This design comes from an exercise in tuning for small area and a short achievable clock period on the open sky130 flow, not from production work.
No functional check of the RTL was part of any run shown here.
In every run shown here, the design's own scripts or RTL, not TritonCTS, make the clock network.
The clock port is modelled as an ideal driver, which makes a skipped or thinned clock tree look cheaper than it is; a real chip needs a root buffer or a tree.
No activity file was given, so power comes from the tool's default toggle rates.

<file path="design.v">
module synchronous_fifo #(
    parameter DEPTH = 10,
    parameter DATA_WIDTH = 32
) (
    input                           clk,
    input                           rst_n,
    input                           w_en,
    input                           r_en,
    input       [DATA_WIDTH-1:0]    data_in,
    output reg  [DATA_WIDTH-1:0]    data_out,
    output reg                      full,
    output reg                      empty
);
function [4:0] j_up;
    input [4:0] j;
    j_up = {j[3:0], ~j[4]};
endfunction
function j_is;
    input [4:0] j;
    input integer k;
    case (k)
        0: j_is = ~j[4] & ~j[0];
        1: j_is =  j[0] & ~j[1];
        2: j_is =  j[1] & ~j[2];
        3: j_is =  j[2] & ~j[3];
        4: j_is =  j[3] & ~j[4];
        5: j_is =  j[4] &  j[0];
        6: j_is = ~j[0] &  j[1];
        7: j_is = ~j[1] &  j[2];
        8: j_is = ~j[2] &  j[3];
        default: j_is = ~j[3] & j[4];
    endcase
endfunction
function j_is3;
    input [4:0] j;
    input integer k;
    case (k)
        0: j_is3 = ~j[4] & ~j[0] & ~j[1];
        1: j_is3 =  j[0] & ~j[1] & ~j[2];
        2: j_is3 =  j[1] & ~j[2] &  j[0];
        3: j_is3 =  j[2] & ~j[3] &  j[1];
        4: j_is3 =  j[3] & ~j[4] &  j[2];
        5: j_is3 =  j[4] &  j[0] &  j[1];
        6: j_is3 = ~j[0] &  j[1] &  j[4];
        7: j_is3 = ~j[1] &  j[2] &  j[3];
        8: j_is3 = ~j[2] &  j[3] &  j[4];
        default: j_is3 = ~j[3] & j[4] & ~j[2];
    endcase
endfunction
reg [4:0]       w_ptr;
reg [DEPTH-1:0] r_sel;
reg nfull, nempty;
wire wr = w_en & nfull;
wire rd = r_en & nempty;
wire [DEPTH-1:0] w_at;
wire [DEPTH-1:0] occ9_t, occ1_t;
genvar g;
generate
    for (g = 0; g < DEPTH; g = g + 1) begin : ptr
        assign w_at[g]   = j_is(w_ptr, g);
        assign occ9_t[g] = w_at[g] & r_sel[(g + 1) % DEPTH];
        assign occ1_t[g] = r_sel[g] & j_is(w_ptr, (g + 1) % DEPTH);
    end
endgenerate
wire occ9 = |occ9_t;
wire occ1 = |occ1_t;
always @(posedge clk) begin
    if (!rst_n) begin
        w_ptr  <= 5'd0;
        r_sel  <= {{(DEPTH-1){1'b0}}, 1'b1};
        full   <= 1'b0;
        empty  <= 1'b1;
        nfull  <= 1'b1;
        nempty <= 1'b0;
    end else begin
        if (wr) w_ptr <= j_up(w_ptr);
        if (rd) r_sel <= {r_sel[DEPTH-2:0], r_sel[DEPTH-1]};
        full   <= ~nfull  ? ~r_en : (w_en & occ9 & ~rd);
        nfull  <= ~nfull  ? r_en : ~(w_en & occ9 & ~rd);
        empty  <= ~nempty ? ~w_en : (r_en & occ1 & ~wr);
        nempty <= ~nempty ? w_en : ~(r_en & occ1 & ~wr);
    end
end
wire [DATA_WIDTH-1:0] slot [0:DEPTH-1];
generate
    for (g = 0; g < DEPTH; g = g + 1) begin : row
        reg  [DATA_WIDTH-1:0] word;
        wire load = nfull & j_is(w_ptr, g);
        wire keep = ~(nfull & j_is3(w_ptr, g));
        always @(posedge clk)
            word <= (data_in & {DATA_WIDTH{load}}) | (word & {DATA_WIDTH{keep}});
        assign slot[g] = word;
    end
endgenerate
integer i;
reg [DATA_WIDTH-1:0] rdata;
always @(*) begin
    rdata = {DATA_WIDTH{1'b0}};
    for (i = 0; i < DEPTH; i = i + 1)
        rdata = rdata | ({DATA_WIDTH{r_sel[i]}} & slot[i]);
end
always @(posedge clk) begin
    if (!rst_n)
        data_out <= {DATA_WIDTH{1'b0}};
    else if (rd)
        data_out <= rdata;
end
endmodule
</file>
<file path="flow/run.sh">
#!/bin/bash
# The standard layout, with buf_1 cells as port buffers and the clock
# tree rebuilt after CTS as two balanced levels of clkbuf_16 (see
# post_cts.tcl); ORFS's own logs stay in orfs/logs.
bash standard.sh BUFFER_PORTS_ARGS="-buffer_cell sky130_fd_sc_hd__buf_1" \
  CTS_ARGS="-sink_clustering_enable -repair_clock_nets -sink_clustering_size 20 -sink_clustering_max_diameter 70 -buf_list sky130_fd_sc_hd__clkbuf_16 -dont_use_dummy_load" \
  POST_CTS_TCL="$(pwd)/flow/post_cts.tcl" \
  > standard_run.log 2>&1
</file>
<file path="flow/clock_tree.tcl">

proc ct_split {items axis n} {
  # items: list of {x y payload}; split into n groups (power of 2)
  if {$n <= 1} { return [list $items] }
  set idx [expr {$axis == "x" ? 0 : 1}]
  set sorted [lsort -real -index $idx $items]
  set half [expr {[llength $sorted] / 2}]
  set a [lrange $sorted 0 [expr {$half - 1}]]
  set b [lrange $sorted $half end]
  set next [expr {$axis == "x" ? "y" : "x"}]
  set h [expr {$n / 2}]
  return [concat [ct_split $a $next $h] [ct_split $b $next $h]]
}

proc ct_centroid {items} {
  set sx 0.0; set sy 0.0
  foreach it $items { set sx [expr {$sx + [lindex $it 0]}]; set sy [expr {$sy + [lindex $it 1]}] }
  set n [llength $items]
  return [list [expr {$sx / $n}] [expr {$sy / $n}]]
}

proc ct_place {inst xy} {
  set m [$inst getMaster]
  set x [expr {int([lindex $xy 0] - [$m getWidth] / 2)}]
  set y [expr {int([lindex $xy 1] - [$m getHeight] / 2)}]
  $inst setLocation $x $y
  $inst setPlacementStatus PLACED
}

proc rebuild_clock_tree {n1 nleaf_per} {
  set block [ord::get_db_block]
  set master [[ord::get_db] findMaster sky130_fd_sc_hd__clkbuf_16]
  set clk_net [$block findNet clk]
  # collect register clock pins by walking the existing tree
  set sinks {}
  set bufs {}
  set nets {}
  set todo [list $clk_net]
  while {[llength $todo]} {
    set net [lindex $todo 0]; set todo [lrange $todo 1 end]
    foreach it [$net getITerms] {
      if {![$it isInputSignal]} { continue }
      set inst [$it getInst]
      set mname [[$inst getMaster] getName]
      if {[string match "sky130_fd_sc_hd__clkbuf_*" $mname] || [string match "sky130_fd_sc_hd__clkinv*" $mname] || [string match "sky130_fd_sc_hd__buf_*" $mname]} {
        lappend bufs $inst
        foreach jt [$inst getITerms] {
          if {[$jt isOutputSignal]} { lappend todo [$jt getNet]; lappend nets [$jt getNet] }
        }
      } else {
        set bb [$it getBBox]
        set x [expr {([$bb xMin] + [$bb xMax]) / 2.0}]
        set y [expr {([$bb yMin] + [$bb yMax]) / 2.0}]
        lappend sinks [list $x $y $it]
      }
    }
  }
  puts "rebuild: [llength $sinks] sinks, removing [llength $bufs] clock buffers"
  foreach s $sinks { [lindex $s 2] disconnect }
  foreach b $bufs {
    foreach jt [$b getITerms] { if {[$jt getNet] != "NULL"} { $jt disconnect } }
    odb::dbInst_destroy $b
  }
  foreach n $nets { odb::dbNet_destroy $n }
  # build the new tree
  set groups [ct_split $sinks x $n1]
  set gi 0
  foreach g $groups {
    set leaves [ct_split $g [expr {$n1 == 2 || $n1 == 8 ? "y" : "x"}] $nleaf_per]
    set top [odb::dbInst_create $block $master "ctree_top_$gi"]
    set topnet [odb::dbNet_create $block "ctree_net_top_$gi"]
    $topnet setSigType CLOCK
    [$top findITerm A] connect $clk_net
    [$top findITerm X] connect $topnet
    set lcs {}
    set li 0
    foreach l $leaves {
      set leaf [odb::dbInst_create $block $master "ctree_leaf_${gi}_$li"]
      set lnet [odb::dbNet_create $block "ctree_net_leaf_${gi}_$li"]
      $lnet setSigType CLOCK
      [$leaf findITerm A] connect $topnet
      [$leaf findITerm X] connect $lnet
      foreach s $l { [lindex $s 2] connect $lnet }
      set c [ct_centroid $l]
      ct_place $leaf $c
      lappend lcs $c
      incr li
    }
    set tc {}
    foreach c $lcs { lappend tc [list [lindex $c 0] [lindex $c 1] x] }
    ct_place $top [ct_centroid $tc]
    incr gi
  }
  puts "rebuild: $n1 first-level buffers, [expr {$n1 * $nleaf_per}] leaf buffers"
}
</file>
<file path="flow/post_cts.tcl">
# Runs at the end of ORFS's CTS step: replace TritonCTS's tree with a
# balanced two-level tree, then legalize the new buffers.
source [file join [file dirname [info script]] clock_tree.tcl]
rebuild_clock_tree 4 4
detailed_placement
check_placement -verbose
estimate_parasitics -placement
report_clock_latency
</file>
<file path="standard.sh">
#!/bin/bash
# synth_recipe.tcl (not shown) runs the flow's synth.tcl, then flattens the netlist and writes it again
# the make line also repeats each setting of config.mk as NAME=value (left out here)
make -C /OpenROAD-flow-scripts/flow DESIGN_CONFIG=/design/flow/config.mk WORK_HOME=/design/flow/orfs CLKGATE_MAP_FILE= SYNTH_SCRIPT=/design/flow/synth_recipe.tcl "${@:-finish}"
</file>
<file path="config.mk">
export PLATFORM = sky130hd
export DESIGN_NAME = synchronous_fifo
export DESIGN_NICKNAME = synchronous_fifo
export VERILOG_FILES = /design/flow/design.v
export SDC_FILE = /design/flow/constraint.sdc
export NUM_CORES = 4
export LEC_CHECK = 0
export CAP_MARGIN = 20
export CORE_MARGIN = 2
export CORE_UTILIZATION = 55
export SETUP_SLACK_MARGIN = 1.6
export SLEW_MARGIN = 20
</file>
<file path="constraint.sdc">
create_clock -name core_clock -period 3.0 [get_ports {clk}]
set_input_delay 0.6000 -clock core_clock [delete_from_list [all_inputs] [get_ports {clk}]]
set_output_delay 0.6000 -clock core_clock [all_outputs]
set_load 0.01 [all_outputs]
</file>
==> summary.md, run 1 <==
| Metric | Value |
|---|---|
| Status | finished clean |
| Post-synthesis register bit count | 371 |
| Total negative slack | 0 ns |
| Post-DP Area | 13,600 µm² |
| Fin nets | 1,339 |
| First-pass GRT wire length | 70,800 µm |
| Tot GR Track Use | 36.7% |
| Port bufs | 69 |
| Switching Share | 26.5% |
| Worst endpoint required time | 3.22 ns |
| Arr. time, crit path | 1.83 ns |
| Worst-path clk slew | 0.10 ns |
| Post-synth top flop | dfxtp_1 |
| Die width | 159 µm |
| Crit Reg-Reg Endpoint | row[1].word[19]$_DFF_P_ |
| Synth top cells by count | 371 x dfxtp_1, 352 x a22o_1, 103 x nand2_1 |
| FF-to-FF setup slack | 1.39 ns |
| Pre-Repair DR Iteration Count | 6 |
| Worst Hold End | row[8].word[29]$_DFF_P_ |
| R2r startpoint | w_ptr[1]$_SDFFE_PN0P_ |
| WL/cell | 33.8 µm |
| Async SR Flop Fraction | 0% |
| CP Launch Point | w_ptr[1]$_SDFFE_PN0P_ |
| Final Cell Area | 17,000 µm² |
| Sink Count | 371 |
| Cell area after synthesis | 13,200 µm² |
| Starting Density | 56.2% |
| Crit share post-route | 53.7% |
| Slowest cell on the critical path | dfxtp_4 |
| Leakage power figure | 7.15 nW |
| Switching Power | 2.96 mW |
| Worst slew pin tran | 0.594 ns |
| Crit Path Max Fanout | 7 |
| Layout cell share with drive strength beyond 1 | 26.3% |
| Hold crit path type | reg -> reg |
| Hold Path Origin | row[8].word[29]$_DFF_P_ |
| # DRC | 0 |
| Worst Hold Depth | 1 |
| # IOs | 70 |
| Core footprint | 23,500 µm² |
| Skew-Pair Late Insertion Delay | 0.33 ns |
| Critical Path Stages | 7 |
| Synth top area cells | dfxtp_1 56%, a22o_1 23%, a221oi_1 4.4% |
| Post-synth EDFFs | 0 |
| Final hold vios | 0 |
| Cell count after synthesis | 1,207 |
| Final Setup Violations | 0 |
| Crit end category | flop |
| P_int | 8.22 mW |
| ANT nets after route | 0 |
| Register Area | 7530 µm² |
| Yosys top cell by area | dfxtp_1 |
| Min cycle time layout | 1.61 ns |
| Area of the multi-input gates | 5750 µm² |
| Worst Path Buf+Inv | 4 |
| Clk_skew | 0.0178 ns |
| GPL Wtd Cong | 0.770 |
| Cell count of the worst reg-to-reg path | 7 |
| Mapped Nets | 1,243 |
| Die H | 159 µm |
| DP Wirelength | 21,600 µm |
| Antenna cell count | 0 |
| Fill cells | 1,653 |
| Total number of yosys warnings | 1 |
| Slew Viols, Final | 0 |
| 1st-iter DRT viols | 2,210 |
| Top-count cell post-synth | dfxtp_1 |
| Crit path kind | reg -> reg |
| # Max-Cap Violations | 0 |
| Comb pwr share | 16.6% |
| Largest net degree at the start of global routing | 36 |
| Avg Inst Size Synth | 11.0 µm² |
| Routed WL | 54,700 µm |
| Vias | 12.0k |
| Sequential fraction of the synthesis area | 56.1% |
| Post-synth top area share | 56.1% |
| RSZ-0062 raised after global routing | yes |
| PD cells | 657 nW/µm² |
| Area delta synth->final | 28.5% |
| Clock share of power | 24.2% |
| Sequential fraction of design power | 59.2% |
| DR vias/cell | 7.41 |
| Row Count | 56 |
| Worst vdd ir | 0.626 mV |
| Crit-path cells | buf_6, buf_6, nor3_4, nand2_4, buf_12, buf_16, a22o_1 |
| Aggregate global routing overflow | 0 |
| Max Clock Freq | 620 MHz |
| Initial antenna violation count | 1 |
| CP peak stage delay | 0.35 ns |
| Vias in the first global route | 10.7k |
| Crit path launch type | flop |
| Power, Total | 11.2 mW |
| Post-synth cell types | 33 |
| Die footprint | 25,300 µm² |
| Slew margin rel. | 60.4% |
| CP most frequent cell | buf_6 |
| CP top delay family | buffers and inverters |
worst reg2reg max path: cells and delay by family, from the launching register on:
family	cells	cell delay [ns]
and+or+nand+nor	2	0.39
AOI/OAI and AO/OA	1	0.18
buffers and inverters	4	0.58
DFF	1	0.35
through the flow:
| stage | hold slack, ns | worst slack, ns | std cells | utilization [%] |
|---|---|---|---|---|
| 6_report | 0.480 | 1.39 | 1620 | 72.3 |
| 5_1_grt | 0.492 | 1.37 | 1620 | 72.3 |
| 3_5_place_dp | 0.455 | 0.836 | 1477 | 57.9 |
| 3_3_place_gp | 0.455 | 0.850 | 1477 | 57.9 |
| 2_1_floorplan | 0.442 | 1.52 | 1207 | - |
state kept, by name, indices dropped and copies added (netlist names):
register / count
nempty: 1
w_ptr: 5
empty: 1
full: 1
nfull: 1
r_sel: 10
row.word: 320
data_out: 32
kinds of logic after synthesis:
family                 after synthesis  share of synthesized area, %
AOI/OAI and AO/OA                  542                          34.0
and+or+nand+nor                    134                          4.73
buffers and inverters              160                          5.13
DFF                                371                          56.1
cell type report:
class | count | area share [%]
Sequential cell | 371 | 44.3
Inverter | 6 | 0.265
Buffer | 20 | 2.94
Multi-Input combinational cell | 684 | 33.8
Timing Repair Buffer | 220 | 16.4
Tap cell | 319 | 2.35
per-layer routing:
layer / vias to the layer above / routed length, µm / share of wire [%] / GRT usage, %
met3: 260 / 7690 / 14 / 6.90
li1: 4906 / - / - / -
met4: 2 / 3450 / 6.3 / 14.9
met2: 1058 / 22900 / 42 / 54.5
met5: - / 12 / 0.022 / 0
met1: 5775 / 20700 / 38 / 52.9
cell usage in the layout (no fill, tap or decap), drive strengths merged, types with 2 or more instances in the layout:
cell | Yosys | final
nand2 | 104 | 106
nor4 | 2 | 2
and2 | 2 | 5
a22o | 352 | 352
nor2 | 3 | 3
a22oi | 2 | 2
nand2b | 5 | 8
o21ai | 34 | 34
nand3 | 7 | 7
a221oi | 67 | 67
a222oi | 32 | 32
buf | 82 | 202
a31oi | 34 | 34
clkbuf | 72 | 37
and3 | 2 | 2
nor3 | 6 | 6
dfxtp | 371 | 371
inv | 6 | 6
a21oi | 18 | 18
worst max path at each step:
stage                                     end  slack (ns)
finish                row[1].word[19]$_DFF_P_        1.39
global route          row[1].word[29]$_DFF_P_        1.37
detailed placement   data_out[5]$_SDFFE_PN0P_        0.84
global placement     data_out[5]$_SDFFE_PN0P_        0.85
floorplan           data_out[24]$_SDFFE_PN0P_        1.52
power by group through the flow:
| stage | sequential [mW] | combinational [mW] | clock, mW |
|---|---|---|---|
| finish | 6.62 | 1.85 | 2.71 |
| global route | 6.70 | 1.95 | 2.89 |
| detailed placement | 6.62 | 1.38 | 0 |
| global placement | 6.63 | 1.33 | 0 |
| floorplan | 6.48 | 1.12 | 0 |
==> run 2: changes to the inputs <==
--- a/config.mk
+++ b/config.mk
@@ -9,4 +9,4 @@
 export CORE_MARGIN = 2
 export CORE_UTILIZATION = 55
-export SETUP_SLACK_MARGIN = 1.6
+export SETUP_SLACK_MARGIN = 1.5
 export SLEW_MARGIN = 20
==> run 2 against run 1 <==
Net effect:
- still clean
- critical path depth is 2 lower
- sequential share of layout area is 5.3 points higher
- via count is 7.3% lower
- clock power hardly changed
- combinational power is 14% lower
- clock skew is 0.0016 ns lower
==> summary.md, run 2 <==
| Metric | Value |
|---|---|
| Status | finished clean |
| Crit-path cells | buf_6, nand2b_4, a31oi_2, nor4_2, or4_1 |
| Crit path kind | reg -> reg |
| Hold slack | 0.477 ns |
| RSZ-0062 raised after global routing | yes |
| Crit end category | flop |
| DP Wirelength | 21,500 µm |
| Slew Viols, Final | 0 |
| 1st-iter DRT viols | 1,895 |
| Commonest non-fill, non-tap cells in the layout | 352 x a22o_1, 324 x dfxtp_1, 94 x nand2_1 |
| Mapped Nets | 1,243 |
| Biggest register | row.word |
| Power, Total | 10.8 mW |
| Final Setup Violations | 0 |
| Row Count | 56 |
| Top-count cell post-synth | dfxtp_1 |
| Avg Inst Size Synth | 11.0 µm² |
| GPL Wtd Cong | 0.784 |
| Worst slew pin tran | 0.537 ns |
| DP Worst Slack | 0.824 ns |
| Layout Cells excl Fill | 1,541 |
| Max reg flops | 320 |
| Min cycle time layout | 1.55 ns |
| First-pass GRT wire length | 67,400 µm |
| Synth top cells by count | 371 x dfxtp_1, 352 x a22o_1, 103 x nand2_1 |
| Slew margin rel. | 64.2% |
| Arr. time, crit path | 1.75 ns |
| Worst-path clk slew | 0.10 ns |
| Cells after DPL | 1,475 |
| Post-synth EDFFs | 0 |
| DR vias/cell | 7.22 |
| Async SR Flop Fraction | 0% |
| Post-synthesis register bit count | 371 |
| CP peak stage delay | 0.52 ns |
| Die footprint | 25,300 µm² |
| Cell area after synthesis | 13,200 µm² |
| Synth top area cells | dfxtp_1 56%, a22o_1 23%, a221oi_1 4.4% |
| Register Area | 7520 µm² |
| Largest regs | row.word x320, data_out x32, r_sel x10 |
| # IOs | 70 |
| Skew-Pair Late Insertion Delay | 0.32 ns |
| PD cells | 715 nW/µm² |
| Crit Path Max Fanout | 8 |
| Final WS setup | 1.45 ns |
| Worst endpoint required time | 3.20 ns |
| WL/cell | 29.9 µm |
| Clk_skew | 0.0162 ns |
| Post-synth top area share | 56.1% |
| Crit path launch type | flop |
| Layout cell share with drive strength beyond 1 | 17.8% |
| Total number of yosys warnings | 1 |
| Core footprint | 23,500 µm² |
| Die width | 159 µm |
| Sequential fraction of the synthesis area | 56.1% |
| # DRC | 0 |
| Worst vdd ir | 0.603 mV |
| Port bufs | 69 |
| Post-synth cell types | 33 |
| Aggregate global routing overflow | 0 |
| Post-synth top flop | dfxtp_1 |
| Vias | 11.1k |
| Tot GR Track Use | 34.9% |
| Final hold vios | 0 |
| Die H | 159 µm |
| Largest net degree at the start of global routing | 36 |
| Leakage power figure | 6.36 nW |
| Fin nets | 1,260 |
| Area of the multi-input gates | 5340 µm² |
| Total negative slack | 0 ns |
| Starting Density | 56.2% |
| Most common cell after layout, fill and taps aside | a22o_1 |
| Area delta synth->final | 14.5% |
| Cell count after synthesis | 1,207 |
| Yosys top cell by area | dfxtp_1 |
| Sink Count | 371 |
| # Max-Cap Violations | 0 |
| Routed WL | 46,100 µm |
| Pre-Repair DR Iteration Count | 7 |
| Vias in the first global route | 10.3k |
| Max Clock Freq | 646 MHz |
| Fill cells | 1,892 |
| Hold crit path type | reg -> reg |
| Crit share post-route | 51.6% |
| Slowest cell on the critical path | or4_1 |
| Initial antenna violation count | 0 |
| ANT nets after route | 0 |
| Antenna cell count | 0 |
[run 2: cell counts after synthesis]
Identical to the previous run, type by type.
[run 2: stage by stage]
stage	cell area, µm²	util [%]
6_report	15200	64.4
5_1_grt	15200	64.4
3_5_place_dp	13600	57.6
3_3_place_gp	13600	57.6
2_1_floorplan	13300	-
[run 2: where the power goes]
part | internal [mW] | switching (mW) | total (mW)
logic | 0.925 | 0.670 | 1.60
clock network | 1.20 | 1.48 | 2.68
registers | 5.96 | 0.611 | 6.57
total | 8.09 | 2.76 | 10.8
[run 2: worst paths after layout]
check / startpoint / to / cells after the start / slack (ns)
worst max-delay path: w_ptr[3]$_SDFFE_PN0P_ / nfull$_SDFF_PN1_ / 5 / 1.45
worst min register to register: row[8].word[17]$_DFF_P_ / row[8].word[17]$_DFF_P_ / 1 / 0.48
worst min-delay path: row[8].word[17]$_DFF_P_ / row[8].word[17]$_DFF_P_ / 1 / 0.48
worst max register to register: w_ptr[3]$_SDFFE_PN0P_ / nfull$_SDFF_PN1_ / 5 / 1.45
[run 2: critical path: cells and delay by family (launching register included)]
family | cells | cell delay, ns
buffers and inverters | 1 | 0.13
AND/OR/NAND/NOR | 3 | 0.73
AO/OA/AOI/OAI | 1 | 0.20
flip-flops | 1 | 0.37
[run 2: area by class of cell]
class                   count  share of cell area [%]
well taps                 319                    2.63
multi-input cells         681                    35.2
flip-flops and latches    371                    49.6
plain buffers              20                    3.30
inverters                   6                   0.198
repair buffers            144                    9.10
[run 2: routing by layer]
layer  GRT usage [%]  up-vias  share of wire, %
met5               0        -                 0
met4            12.1        0               2.9
met3            6.54       94                12
met2            51.9      778                44
met1            51.0     5520                42
li1                -     4732                 -
[run 2: logic make-up after synthesis]
group                  Yosys count  share of synthesized area, %
AOI/OAI and AO/OA              542                          34.0
buffers and inverters          160                          5.13
DFF                            371                          56.1
and+or+nand+nor                134                          4.73
==> run 3: changes to the inputs <==
--- a/config.mk
+++ b/config.mk
@@ -9,4 +9,4 @@
 export CORE_MARGIN = 2
 export CORE_UTILIZATION = 55
-export SETUP_SLACK_MARGIN = 1.5
+export SETUP_SLACK_MARGIN = 1.45
 export SLEW_MARGIN = 20
==> run 3 against run 2 <==
Net effect:
- maximum frequency fell by 1.2%
- synthesized cell count did not move
- cell area fell by 0.55%
- combinational power barely moved
- clock skew rose by 0.0036 ns
- sequential power barely moved
- worst hold slack improved by 0.0061 ns
- sequential cell count did not move
- register-to-register slack got worse by 0.02 ns
==> summary.md, run 3 <==
| Metric | Value |
|---|---|
| Post-synthesis register bit count | 371 |
| DP Wirelength | 22,700 µm |
| Post-synth top area share | 56.1% |
| # Max-Cap Violations | 0 |
| Die H | 159 µm |
| Max reg flops | 320 |
| CP Launch Point | w_ptr[3]$_SDFFE_PN0P_ |
| Pre-Repair DR Iteration Count | 7 |
| Crit share post-route | 52.2% |
| Largest regs | row.word x320, data_out x32, r_sel x10 |
| Vias in the first global route | 10.3k |
| Vias | 11.0k |
| Sink Count | 371 |
| PD cells | 720 nW/µm² |
| Commonest non-fill, non-tap cells in the layout | 352 x a22o_1, 323 x dfxtp_1, 99 x nand2_1 |
| Cell count after synthesis | 1,207 |
| DR vias/cell | 7.08 |
| Port bufs | 69 |
| Starting Density | 56.2% |
| # IOs | 70 |
| Avg Inst Size Synth | 11.0 µm² |
| Fill cells | 1,908 |
| Largest net degree at the start of global routing | 39 |
| Skew-Pair Late Insertion Delay | 0.33 ns |
| Total negative slack | 0 ns |
| Die width | 159 µm |
| Routed WL | 45,900 µm |
| Aggregate global routing overflow | 0 |
| Top-count cell post-synth | dfxtp_1 |
| Slew margin rel. | 61.9% |
| GRT met3 Usage | 6.62% |
| Total number of yosys warnings | 1 |
| Met1 Track Usage GR | 49.9% |
| DP Worst Slack | 0.881 ns |
| Initial antenna violation count | 1 |
| Core footprint | 23,500 µm² |
| Worst-path clk slew | 0.10 ns |
| Most common cell after layout, fill and taps aside | a22o_1 |
| Final hold vios | 0 |
| Worst slew pin tran | 0.572 ns |
| Post-synth EDFFs | 0 |
| Die footprint | 25,300 µm² |
| Slew Viols, Final | 0 |
| Post-synth top flop | dfxtp_1 |
| Mapped Nets | 1,243 |
| Clk_skew | 0.0198 ns |
| Final WS setup | 1.43 ns |
| # DRC | 0 |
| Synth top cells by count | 371 x dfxtp_1, 352 x a22o_1, 103 x nand2_1 |
| Max Clock Freq | 638 MHz |
| Hold Path Origin | row[2].word[22]$_DFF_P_ |
| Crit path launch type | flop |
| Sequential fraction of the synthesis area | 56.1% |
| Area delta synth->final | 13.9% |
| Worst endpoint required time | 3.21 ns |
| Status | finished clean |
| R2r startpoint | w_ptr[3]$_SDFFE_PN0P_ |
| GPL Wtd Cong | 0.778 |
| Tot GR Track Use | 34.1% |
| Fin nets | 1,268 |
| ANT nets after route | 0 |
| Worst vdd ir | 0.580 mV |
| WL/cell | 29.6 µm |
| Crit end category | flop |
| Crit Path Max Fanout | 3 |
| GR peak layer | met2 |
| Biggest register | row.word |
| Cell area after synthesis | 13,200 µm² |
| First-pass GRT wire length | 66,400 µm |
| Min cycle time layout | 1.57 ns |
| Crit path kind | reg -> reg |
| Layout cell share with drive strength beyond 1 | 17.6% |
| RSZ-0062 raised after global routing | yes |
| 1st-iter DRT viols | 1,793 |
| Arr. time, crit path | 1.78 ns |
| Yosys top cell by area | dfxtp_1 |
| Synth top area cells | dfxtp_1 56%, a22o_1 23%, a221oi_1 4.4% |
| Post-synth cell types | 33 |
| Row Count | 56 |
| Final Setup Violations | 0 |
| Async SR Flop Fraction | 0% |
| Met2 Track Usage GR | 51.3% |
| Leakage power figure | 6.29 nW |
| Hold crit path type | reg -> reg |
## run 3: layer usage
| layer | wire length (µm) | share of wire, % |
|---|---|---|
| met5 | 0 | 0 |
| met2 | 20200 | 44 |
| met3 | 5080 | 11 |
| met4 | 1300 | 2.8 |
| met1 | 19300 | 42 |
## run 3: path summary, 6_finish.rpt
kind | to | slack, ns | cells after the start
max | nfull$_SDFF_PN1_ | 1.43 | 5
min | row[2].word[22]$_DFF_P_ | 0.48 | 1
max reg2reg | nfull$_SDFF_PN1_ | 1.43 | 5
min reg2reg | row[2].word[22]$_DFF_P_ | 0.48 | 1
## run 3: report_power, final
part | switching, mW | internal [mW] | leakage (nW)
Combinational | 0.660 | 0.915 | 2.94
Sequential | 0.614 | 5.96 | 3.10
Clock | 1.50 | 1.21 | 0.246
## run 3: cells by family (layout without fill, tap and decap cells)
kind of cell,Yosys count,in the layout,synth area share (%)
flip-flops,371,371,56.1
other,0,1,0
AND/OR/NAND/NOR,134,138,4.73
AO/OA/AOI/OAI,542,542,34.0
buffers and inverters,160,179,5.13
## run 3: worst max-delay path, stage by stage (launching register included)
cell      delay (ns)
dfxtp_4         0.39
buf_12          0.13
nand2b_1        0.13
a31oi_1         0.22
nor4_2          0.09
or4_1           0.49
## run 3: cell type report
class	instances	area [µm²]	share of cell area (%)
antenna	1	2.50	0.0166
buffer	20	500	3.32
inverter	6	25.0	0.166
multi-input combinational	680	5240	34.8
sequential	371	7520	49.9
tap	319	399	2.65
timing repair buffer	153	1380	9.18
## run 3: through the flow
stage / area (µm²) / hold slack (ns) / cells / power [mW] / util [%]
after detailed placement: 13600 / 0.454 / 1485 / 8.01 / 57.9
after floorplan: 13200 / 0.442 / 1207 / 7.59 / -
after global placement: 13600 / 0.455 / 1485 / 7.96 / 57.9
final: 15100 / 0.483 / 1550 / 10.9 / 64.1
after global routing: 15100 / 0.490 / 1549 / 11.2 / 64.0

[afterwards: timing with drivers on the ports]
The flow's constraints put no driver on any port. The routed layouts listed below were extracted and timed again, unchanged, in two steps.
Step 1 (the two cells are an assumption about what drives the block):
set clk [get_ports {clk}]
set_driving_cell -lib_cell sky130_fd_sc_hd__clkbuf_16 $clk
set_driving_cell -lib_cell sky130_fd_sc_hd__buf_2 [delete_from_list [all_inputs] $clk]
Step 2 also shifts input and output timing later by t, the mid clock arrival at the registers, as if the neighbouring blocks saw the same clock.
a / b / c = ideal / step 1 / step 2; a / b = the first two.
| run | t (ns) | slack for setup (ns) | worst setup path at the end | clock arrival spread, ns |
|---|---|---|---|---|
| run 1 | 0.423 | 1.388 / 1.388 / 1.139 | input to register | 0.020 / 0.019 |
| run 2 | 0.420 | 1.452 / 1.452 / 1.232 | input to register | 0.018 / 0.017 |
| run 3 | 0.423 | 1.433 / 1.433 / 1.194 | input to register | 0.020 / 0.020 |
After both steps setup and hold are still met in every run listed. For run 1, which loses most, drivers alone change the setup slack by 0.000 ns; drivers and shift together by -0.249 ns.
